Background: an optimization exercise with open tools, aiming at small area, a short achievable clock period and few clock cycles per item. Do not read the settings as production practice.
In this exercise RTL edits were held to simulation tests only and were not proved equivalent to the original.
The flow treats the clock pin as an ideal source, which a real chip does not have.

// MD5
module MD5(
    input clk,
    input rst_n,
    input hash_en,
    input rst_en,
    input w_en,
    input [2:0] w_addr,
    input [63:0] w_data,
    input r_addr,
    output wire [63:0] r_data,
    output wire hash_rdy
);
Size: ~5,700 cells after synthesis, ~800 flip-flops, about 0.048 sq mm of cells after synthesis.
==> flow/config.mk <==
export PLATFORM = sky130hd
export DESIGN_NAME = MD5
export DESIGN_NICKNAME = MD5
export VERILOG_FILES = /design/flow/design.v
export SDC_FILE = /design/flow/constraint.sdc
export NUM_CORES = 4
export LEC_CHECK = 0
export ABC_AREA = 1
export CAP_MARGIN = 20
export CORE_MARGIN = 2
export CORE_UTILIZATION = 40
export SETUP_SLACK_MARGIN = 5
export SLEW_MARGIN = 20
==> flow/constraint.sdc <==
create_clock -name core_clock -period 12.0 [get_ports {clk}]
set_input_delay 2.4000 -clock core_clock [delete_from_list [all_inputs] [get_ports {clk}]]
set_output_delay 2.4000 -clock core_clock [all_outputs]
set_load 0.01 [all_outputs]
standard.sh (not shown) runs the stock make flow with config.mk's settings and CLKGATE_MAP_FILE= SYNTH_SCRIPT=/design/flow/synth_recipe.tcl, a recipe that flattens the netlist after the stock synthesis.
==> flow/flow/run.sh <==
#!/bin/bash
# The standard layout (standard.sh, unchanged synthesis and steps), with a
# larger setup margin for the resizer's timing repair so that it keeps
# working below the 12 ns clock. The SDC and everything else are the standard flow's.
set -euo pipefail
MARGIN=6.5
sed "s/SETUP_SLACK_MARGIN=[0-9.]*/SETUP_SLACK_MARGIN=${MARGIN}/" standard.sh > standard_margin.sh
bash standard_margin.sh > standard.log 2>&1
The starting point went through all stages and came out clean.
Testbench counts at the start, summed over its fixed seeds: cycles 27,648, blocks 384.
Next try:
==> flow/run.sh (new file) <==
#!/bin/bash
# synth_recipe.tcl (not shown) runs the flow's synth.tcl, then flattens the netlist and writes it again
# the make line also repeats each setting of config.mk as NAME=value (left out here)
make -C /OpenROAD-flow-scripts/flow DESIGN_CONFIG=/design/flow/config.mk WORK_HOME=/design/flow/orfs CLKGATE_MAP_FILE= SYNTH_SCRIPT=/design/flow/synth_recipe.tcl finish
removed: flow/flow/run.sh
removed: flow/standard.sh
Effect: First-iteration DRC count fell by 15%. Worst hold slack loses 0.0039 ns. Clock-buffer cell count rose by 7. Setup slack loses 1.3 ns. Flip-flop and latch count stays the same. Global-route usage fell by 1.6 points. Via count fell by 5.0%. Die area stays the same. Critical path depth fell by 1.
Next try:
ABC_AREA = not set   (was 1)
Clock skew rises by 0.025 ns.
Wire length falls by a few percent.
Non-clock buffer count rises by 108.
Synthesized area falls slightly.
First-iteration DRC count rises slightly.

---

MD5, a different RTL version from the one above (not shown whole).
For scale: ~4800 cells after synthesis, roughly 44000 µm² of cells after synthesis.
clock: 12.0 ns
lec_check: 0
abc_area: 1
cap_margin: 20
core_margin: 2
core_utilization: 55
cts_buf_list: sky130_fd_sc_hd__clkbuf_16
cts_cluster_diameter: 100
cts_cluster_size: 20
setup_slack_margin: 5
slew_margin: 20
==> flow/flow/run.sh <==
#!/bin/bash
# The standard layout (standard.sh, unchanged synthesis and steps), with:
# - a larger setup margin for the resizer's timing repair, so that it keeps
#   working below the 12 ns clock;
# - plain buffers (buf_2) as the port buffers that buffer_ports inserts;
# - after CTS, io_eco.tcl: stronger sizes for the gates and port buffers
#   that drive r_data (the r_addr -> r_data paths are the slowest).
# The SDC and everything else are the standard flow's.
set -euo pipefail
MARGIN=6.3
export BUFFER_PORTS_ARGS="-buffer_cell sky130_fd_sc_hd__buf_2"
export POST_CTS_TCL="$PWD/flow/io_eco.tcl"
sed "s/SETUP_SLACK_MARGIN=[0-9.]*/SETUP_SLACK_MARGIN=${MARGIN}/" standard.sh > standard_margin.sh
bash standard_margin.sh > standard.log 2>&1
==> flow/flow/io_eco.tcl <==
# Hook run after CTS (POST_CTS_TCL): the r_addr -> r_data paths, the
# slowest in the layout, end in a small mux gate driving each r_data port
# buffer. Give each of those gates, and the port buffers, a stronger size
# of the same cell, then legalise the placement again.
proc io_eco_bigger { inst sizes } {
  set m [[$inst getMaster] getName]
  if { ![regexp {^(.*)_([0-9]+)$} $m -> base size] } { return }
  foreach sz $sizes {
    if { $sz <= $size } { continue }
    set cand "${base}_$sz"
    if { [[ord::get_db] findMaster $cand] != "NULL" } {
      replace_cell [$inst getName] $cand
      puts "io_eco: [$inst getName] $m -> $cand"
      return
    }
  }
}
set block [ord::get_db_block]
foreach bterm [$block getBTerms] {
  if { ![string match "r_data*" [$bterm getName]] } { continue }
  set net [$bterm getNet]
  set buf ""
  foreach it [$net getITerms] {
    if { [$it isOutputSignal] } { set buf [$it getInst] }
  }
  if { $buf == "" } { continue }
  set gate ""
  foreach it [$buf getITerms] {
    if { [$it isInputSignal] } {
      foreach it2 [[$it getNet] getITerms] {
        if { [$it2 isOutputSignal] } { set gate [$it2 getInst] }
      }
    }
  }
  if { $gate != "" } { io_eco_bigger $gate {2 4} }
  io_eco_bigger $buf {4}
}
detailed_placement
check_placement -verbose
Testbench counts at the start, summed over its fixed seeds: cycles 28,032, blocks 384.
Rerun with:
==> flow/flow/run.sh (replaced) <==
#!/bin/bash
# The standard layout (standard.sh, unchanged synthesis and steps), with a
# larger setup margin for the resizer's timing repair so that it keeps
# working below the 12 ns clock, and plain buffers (buf_2) as the port
# buffers that buffer_ports inserts. The SDC and everything else are the standard flow's.
set -euo pipefail
MARGIN=6.3
export BUFFER_PORTS_ARGS="-buffer_cell sky130_fd_sc_hd__buf_2"
sed "s/SETUP_SLACK_MARGIN=[0-9.]*/SETUP_SLACK_MARGIN=${MARGIN}/" standard.sh > standard_margin.sh
bash standard_margin.sh > standard.log 2>&1
removed: flow/flow/io_eco.tcl
After rerunning:
- synthesized cell count is unchanged
- die area is unchanged
- clock-buffer cell count is unchanged
- final area drops slightly
- critical path depth went down by 29
Rerun with:
--- a/flow/flow/run.sh
+++ b/flow/flow/run.sh
@@ -7 +7 @@
-MARGIN=6.3
+MARGIN=6.4
The new run finished clean.
Worst hold slack got worse by 7.7 ps.
Cell area grows by 1.7%.
Via count grows by 0.79%.
Utilization grows by 1.1 points.
Global-route usage hardly moves.
Clock-buffer cell count grows by 1.
Die area is unchanged.
Worst setup slack improved by 130 ps.

---

v6:
Another version of the RTL of MD5 (not shown whole).
Size: roughly 5,000 cells after synthesis, roughly 840 flip-flops.
clock: 12.0 ns
lec_check: 0
abc_area: 1
cap_margin: 20
core_margin: 2
core_utilization: 55
cts_buf_list: sky130_fd_sc_hd__clkbuf_16
cts_cluster_diameter: 100
cts_cluster_size: 24
setup_slack_margin: 5
slew_margin: 20
==> flow/flow/run.sh <==
#!/bin/bash
# The standard layout (standard.sh, unchanged synthesis and steps), with a
# larger setup margin for the resizer's timing repair so that it keeps
# working below the 12 ns clock, and plain buffers (buf_2) as the port
# buffers that buffer_ports inserts. The SDC and everything else are the standard flow's.
set -euo pipefail
MARGIN=6.3
export BUFFER_PORTS_ARGS="-buffer_cell sky130_fd_sc_hd__buf_2"
sed "s/SETUP_SLACK_MARGIN=[0-9.]*/SETUP_SLACK_MARGIN=${MARGIN}/" standard.sh > standard_margin.sh
bash standard_margin.sh > standard.log 2>&1
Testbench counts of v6, summed over its fixed seeds: cycles 28,032, blocks 384.
#### Input delta (v7 over v6)
# v6
export LEC_CHECK = 0
export ABC_AREA = 1
export CAP_MARGIN = 20
export CORE_MARGIN = 2
export CORE_UTILIZATION = 55
export CTS_BUF_LIST = sky130_fd_sc_hd__clkbuf_16
export CTS_CLUSTER_DIAMETER = 100
export CTS_CLUSTER_SIZE = 24
export SETUP_SLACK_MARGIN = 5
export SLEW_MARGIN = 20
create_clock -name core_clock -period 12.0 [get_ports {clk}]
# v7
export LEC_CHECK = 0
export ABC_AREA = 1
export CAP_MARGIN = 20
export CORE_MARGIN = 2
export CORE_UTILIZATION = 55
export CTS_BUF_LIST = sky130_fd_sc_hd__clkbuf_16
export CTS_CLUSTER_DIAMETER = 100
export CTS_CLUSTER_SIZE = 20
export SETUP_SLACK_MARGIN = 5
export SLEW_MARGIN = 20
create_clock -name core_clock -period 12.0 [get_ports {clk}]
Notes after the runs:
- Compared with v6, v7 shows hold slack lower by 8.8 ps.
- Clock skew: v7 > v6
- v7 vs v6 — first-pass GRT wire length rose 830 um.
- From v6 to v7, cell row count did not move at all.

---

MD5, a different RTL version from the one above (not shown whole).
For scale: ~5200 cells after synthesis, ~140 I/O pins, ~47000 µm² of cells after synthesis.
clock: 12.0 ns
lec_check: 0
abc_area: 1
cap_margin: 20
core_margin: 2
core_utilization: 55
cts_buf_list: sky130_fd_sc_hd__clkbuf_16
cts_cluster_diameter: 100
cts_cluster_size: 20
setup_slack_margin: 5
slew_margin: 20
==> flow/flow/run.sh <==
#!/bin/bash
# The standard layout (standard.sh, unchanged synthesis and steps), with a
# larger setup margin for the resizer's timing repair so that it keeps
# working below the 12 ns clock. The SDC and everything else are the standard flow's.
set -euo pipefail
MARGIN=6.3
sed "s/SETUP_SLACK_MARGIN=[0-9.]*/SETUP_SLACK_MARGIN=${MARGIN}/" standard.sh > standard_margin.sh
bash standard_margin.sh > standard.log 2>&1
Testbench counts at the start, summed over its fixed seeds: cycles 27,648, blocks 384.
==> next run, changes <==
--- a/flow/config.mk
+++ b/flow/config.mk
@@ -10,6 +10,3 @@
 export CORE_MARGIN = 2
-export CORE_UTILIZATION = 55
-export CTS_BUF_LIST = sky130_fd_sc_hd__clkbuf_16
-export CTS_CLUSTER_DIAMETER = 100
-export CTS_CLUSTER_SIZE = 20
+export CORE_UTILIZATION = 40
 export SETUP_SLACK_MARGIN = 5
Outcome: Synthesized area stays the same. Via count came out higher by 0.96%. Worst setup slack gets better by 0.16 ns. Routed wire length came out higher by 6.4%.
==> next run, changes <==
--- a/flow/config.mk
+++ b/flow/config.mk
@@ -10,3 +10,3 @@
 export CORE_MARGIN = 2
-export CORE_UTILIZATION = 40
+export CORE_UTILIZATION = 55
 export SETUP_SLACK_MARGIN = 5
Effect:
- global-route usage rose by 9.6 points
- area after synthesis is unchanged
- worst hold slack improves by 0.035 ns
- register-to-register slack degrades by 0.07 ns
- clock-buffer cell count rose by 5
- final area fell by about 1.7%

-- re-timing with driven ports --
The flow's constraints put no driver on any port. The routed layouts listed below were extracted and timed again, unchanged, in two steps.
Step 1 (the two cells are an assumption about what drives the block):
set clk [get_ports {clk}]
set_driving_cell -lib_cell sky130_fd_sc_hd__clkbuf_16 $clk
set_driving_cell -lib_cell sky130_fd_sc_hd__buf_2 [delete_from_list [all_inputs] $clk]
Step 2 moves the port delays by t, midway between the first and last clock arrival at a register: inputs arrive t later, outputs are due t later. That takes back most of the time a late clock gives input paths.
Three values: ideal ports, drivers, drivers and shift; two values: the first two.
run	t (ns)	setup slack, ns	hold WS [ns]	clock arrival spread, ns
the first run of note 1	0.758	6.327 / 6.066 / 5.938	0.510 / 0.510 / 0.510	0.042 / 0.042
the second run of note 1	0.744	5.053 / 5.028 / 4.481	0.506 / 0.506 / 0.506	0.050 / 0.050
the third run of note 1	0.754	4.973 / 4.973 / 4.575	0.480 / 0.480 / 0.480	0.075 / 0.075
the first run of note 2	0.695	6.299 / 6.110 / 5.755	0.545 / 0.545 / 0.545	0.047 / 0.047
the second run of note 2	0.696	6.185 / 6.078 / 5.754	0.547 / 0.547 / 0.547	0.043 / 0.043
the third run of note 2	0.699	6.319 / 6.115 / 5.822	0.540 / 0.540 / 0.540	0.068 / 0.069
v6	0.715	6.221 / 6.076 / 5.680	0.545 / 0.545 / 0.545	0.036 / 0.036
v7	0.722	6.229 / 6.092 / 5.704	0.536 / 0.536 / 0.536	0.074 / 0.075
the first run of note 4	0.725	6.083 / 5.975 / 5.793	0.547 / 0.547 / 0.547	0.056 / 0.056
the second run of note 4	0.760	6.246 / 5.937 / 5.695	0.502 / 0.502 / 0.502	0.060 / 0.060
the third run of note 4	0.738	6.215 / 6.080 / 5.758	0.537 / 0.537 / 0.537	0.030 / 0.030
After both steps every run listed still meets setup and hold. For the second run of note 1, which loses most, drivers alone change the setup slack by -0.025 ns; drivers and shift together by -0.572 ns.
